From an optimization exercise on the open Yosys and OpenROAD flow, aimed at small area and a short achievable clock period; shortcuts taken in it are not production practice.
RTL that was checked went through simulation tests only; none was proved equivalent to the original.

## ROTATING_VECTORING
module ROTATING_VECTORING(clk, xi, yi, xf, yf);
  input clk;
  input [15:0] xi, yi;
  output [15:0] xf, yf;
  reg [7:0] E;
  wire ad1_m = ~(1'b1);
  wire ad1_p0 = xi[0] ^ (yi[0] ^ ad1_m);
  wire ad1_p1 = xi[1] ^ (yi[1] ^ ad1_m);
  wire ad1_p2 = xi[2] ^ (yi[2] ^ ad1_m);
  wire ad1_p3 = xi[3] ^ (yi[3] ^ ad1_m);
  wire ad1_p4 = xi[4] ^ (yi[4] ^ ad1_m);
  wire ad1_p5 = xi[5] ^ (yi[5] ^ ad1_m);
  wire ad1_p6 = xi[6] ^ (yi[6] ^ ad1_m);
  wire ad1_p7 = xi[7] ^ (yi[7] ^ ad1_m);
  wire ad1_p8 = xi[8] ^ (yi[8] ^ ad1_m);
  wire ad1_p9 = xi[9] ^ (yi[9] ^ ad1_m);
  wire ad1_p10 = xi[10] ^ (yi[10] ^ ad1_m);
  wire ad1_p11 = xi[11] ^ (yi[11] ^ ad1_m);
  wire ad1_p12 = xi[12] ^ (yi[12] ^ ad1_m);
  wire ad1_p13 = xi[13] ^ (yi[13] ^ ad1_m);
  wire ad1_p14 = xi[14] ^ (yi[14] ^ ad1_m);
  wire ad1_p15 = xi[15] ^ (yi[15] ^ ad1_m);
  wire ad1_g0_0 = (xi[0] & (yi[0] ^ ad1_m)) | (ad1_p0 & (1'b0 ^ ad1_m));
  wire ad1_g1_0 = xi[1] & (yi[1] ^ ad1_m);
  wire ad1_g2_0 = xi[2] & (yi[2] ^ ad1_m);
  wire ad1_g3_0 = xi[3] & (yi[3] ^ ad1_m);
  wire ad1_g4_0 = xi[4] & (yi[4] ^ ad1_m);
  ...
Size in the first run: ~3500 cells after synthesis, about 480 flip-flops, ~65 I/O pins.
clock: 8.0 ns
lec_check: 0
abc_area: 1
cap_margin: 20
core_margin: 2
core_utilization: 40
setup_slack_margin: 5
slew_margin: 20
run.sh (not shown) runs the stock make flow with config.mk's settings and CLKGATE_MAP_FILE= SYNTH_SCRIPT=/design/flow/synth_recipe.tcl, a recipe that flattens the netlist after the stock synthesis.
Edit:
- TNS_END_PERCENT: not set -> 0
Result: Non-clock buffer count went down by 22; clock skew shrinks by 9.1 ps; via count shrinks by about 1.3%; global-route usage came out lower by 0.11 points; hold slack is worse by 12 ps.

---

Setup of JK:
ROTATING_VECTORING, a different RTL version from the one above (not shown whole).
Size: roughly 3400 cells after synthesis, roughly 480 flip-flops, roughly 30000 µm² of cells after synthesis.
export LEC_CHECK = 0
export ABC_AREA = 1
export CAP_MARGIN = 20
export CORE_MARGIN = 2
export CORE_UTILIZATION = 40
export CTS_CLUSTER_DIAMETER = 100
export CTS_CLUSTER_SIZE = 24
export GPL_ROUTABILITY_DRIVEN = 0
export PLACE_DENSITY = 0.75
export SETUP_SLACK_MARGIN = 5
export SLEW_MARGIN = 20
create_clock -name core_clock -period 8.0 [get_ports {clk}]
Input-level comparison between MS and JK:
Settings: GPL_ROUTABILITY_DRIVEN no longer set, was 0; CORE_UTILIZATION now 50, was 40.
Notes after the runs:
- Utilization after layout ends up higher on MS.
- Status: register fraction of the total cell area parity (MS, JK)
- Taking JK as the reference point, the worst-case hold slack of MS falls by 0.0048 ns.
- Comparing JK against MS, there is no change at all in residual overflow from global routing.
- Global-route usage: MS vs JK up 3.8 points
- The via count of JK and that of MS are within noise of each other.
Here is what was changed in the inputs of AL compared with MS.
Settings: swapping 0.75 for 0.85 in PLACE_DENSITY; swapping 50 for 40 in CORE_UTILIZATION.
## What came out
AL vs MS, global-route total usage across every layer went down by 3.1 points. AL does better than MS on register-to-register path setup slack. Buffering stage count on the worst path with inverters included ends up lower on MS. Ratio of final minimum period to clock period: AL vs MS down 0.48 points. Looking at post-layout worst setup margin across AL and MS, the one that comes out higher is AL. ~same worst-skew pair later-pin latency in AL and MS. MS has higher ratio of cells with drive above 1 in the final layout than AL. For AL, the critical path capture point was vx2[9], unlike MS, where it was ry6[9].
What TR does differently from AL at the input level:
Settings: a deleted PLACE_DENSITY that had been 0.85; a deleted CTS_CLUSTER_SIZE that had been 24; a deleted CTS_CLUSTER_DIAMETER that had been 100.
==> flow/flow/run.sh (new file) <==
#!/bin/bash
# The standard layout, with timing repair aimed at a 2.7 ns clock (setup margin 5.3 ns
# on the design's 8 ns clock); constraints and clock period are the design's.
set -euo pipefail
bash standard.sh SETUP_SLACK_MARGIN=5.3 finish > standard.log 2>&1
==> flow/standard.sh (new file) <==
#!/bin/bash
# synth_recipe.tcl (not shown) runs the flow's synth.tcl, then flattens the netlist and writes it again
# the make line also repeats each setting of config.mk as NAME=value (left out here)
make -C /OpenROAD-flow-scripts/flow DESIGN_CONFIG=/design/flow/config.mk WORK_HOME=/design/flow/orfs CLKGATE_MAP_FILE= SYNTH_SCRIPT=/design/flow/synth_recipe.tcl "${@:-finish}"
removed: flow/run.sh
Findings:
TR ended up with sky130_fd_sc_hd__or4_4 as its critical path's slowest cell; AL ended up with sky130_fd_sc_hd__dfxtp_4. TR reports its worst setup path endpoint as vy6[8] while AL reports vx2[9]. The lower global-route usage of AL and TR is in AL. Changes observed in TR relative to AL: area after synthesis closely matched the old numbers, routed wire length went up about 4%, number of standard cells in the final layout excluding fillers moved up.

---

the previous run:
Another version of the RTL of ROTATING_VECTORING (not shown whole).
For scale: about 3200 cells after synthesis, ~480 flip-flops, ~30000 um^2 of cells after synthesis.
==> flow/config.mk <==
export PLATFORM = sky130hd
export DESIGN_NAME = ROTATING_VECTORING
export DESIGN_NICKNAME = ROTATING_VECTORING
export VERILOG_FILES = /design/flow/design.v
export SDC_FILE = /design/flow/constraint.sdc
export NUM_CORES = 4
export LEC_CHECK = 0
export CAP_MARGIN = 20
export CORE_MARGIN = 2
export CORE_UTILIZATION = 60
export SETUP_SLACK_MARGIN = 5
export SLEW_MARGIN = 20
==> flow/constraint.sdc <==
create_clock -name core_clock -period 8.0 [get_ports {clk}]
set_input_delay 1.6000 -clock core_clock [delete_from_list [all_inputs] [get_ports {clk}]]
set_output_delay 1.6000 -clock core_clock [all_outputs]
set_load 0.01 [all_outputs]
Stock flow here: none of the scripts above is used.
The previous run finished all stages; the layout is clean.
Setup changes, the previous run to the current run
Settings: CORE_UTILIZATION changed from 60 to 40.
Findings:
The current run: no failed stages, no open violations at the end
No run of this note included a check of the RTL's function; only the layout flow was run.

## re-timing with driven ports
In the flow no input, the clock included, has a driving cell. The finished layouts below were timed again as built, in two steps.
Step 1 (the two cells are an assumption about what drives the block):
set clk [get_ports {clk}]
set_driving_cell -lib_cell sky130_fd_sc_hd__clkbuf_16 $clk
set_driving_cell -lib_cell sky130_fd_sc_hd__buf_2 [delete_from_list [all_inputs] $clk]
Step 2 moves the port delays by t, midway between the first and last clock arrival at a register: inputs arrive t later, outputs are due t later. That takes back most of the time a late clock gives input paths.
a / b / c = ideal ports / drivers / drivers and shift; a / b = the first two.
| run | t (ns) | slack for setup (ns) | hold WS [ns] | clock arrival spread, ns |
|---|---|---|---|---|
| the first run of note 1 | 0.661 | 5.036 / 5.036 / 4.448 | 0.320 / 0.320 / 0.320 | 0.035 / 0.035 |
| the second run of note 1 | 0.663 | 4.943 / 4.881 / 4.348 | 0.308 / 0.308 / 0.308 | 0.029 / 0.028 |
| JK | 0.630 | 4.993 / 5.026 / 4.396 | 0.331 / 0.331 / 0.331 | 0.035 / 0.034 |
| MS | 0.625 | 5.007 / 5.007 / 4.447 | 0.327 / 0.327 / 0.327 | 0.018 / 0.017 |
| AL | 0.633 | 5.046 / 5.046 / 4.448 | 0.332 / 0.332 / 0.332 | 0.023 / 0.023 |
| TR | 0.650 | 5.192 / 5.192 / 4.728 | 0.317 / 0.317 / 0.317 | 0.036 / 0.036 |
| the previous run | 0.655 | 4.635 / 4.637 / 3.983 | 0.309 / 0.309 / 0.309 | 0.019 / 0.018 |
| the current run | 0.652 | 4.633 / 4.633 / 4.024 | 0.325 / 0.325 / 0.325 | 0.020 / 0.020 |
After both steps setup and hold are still met in every run listed. For the previous run, which loses most, drivers alone change the setup slack by +0.002 ns; drivers and shift together by -0.652 ns.
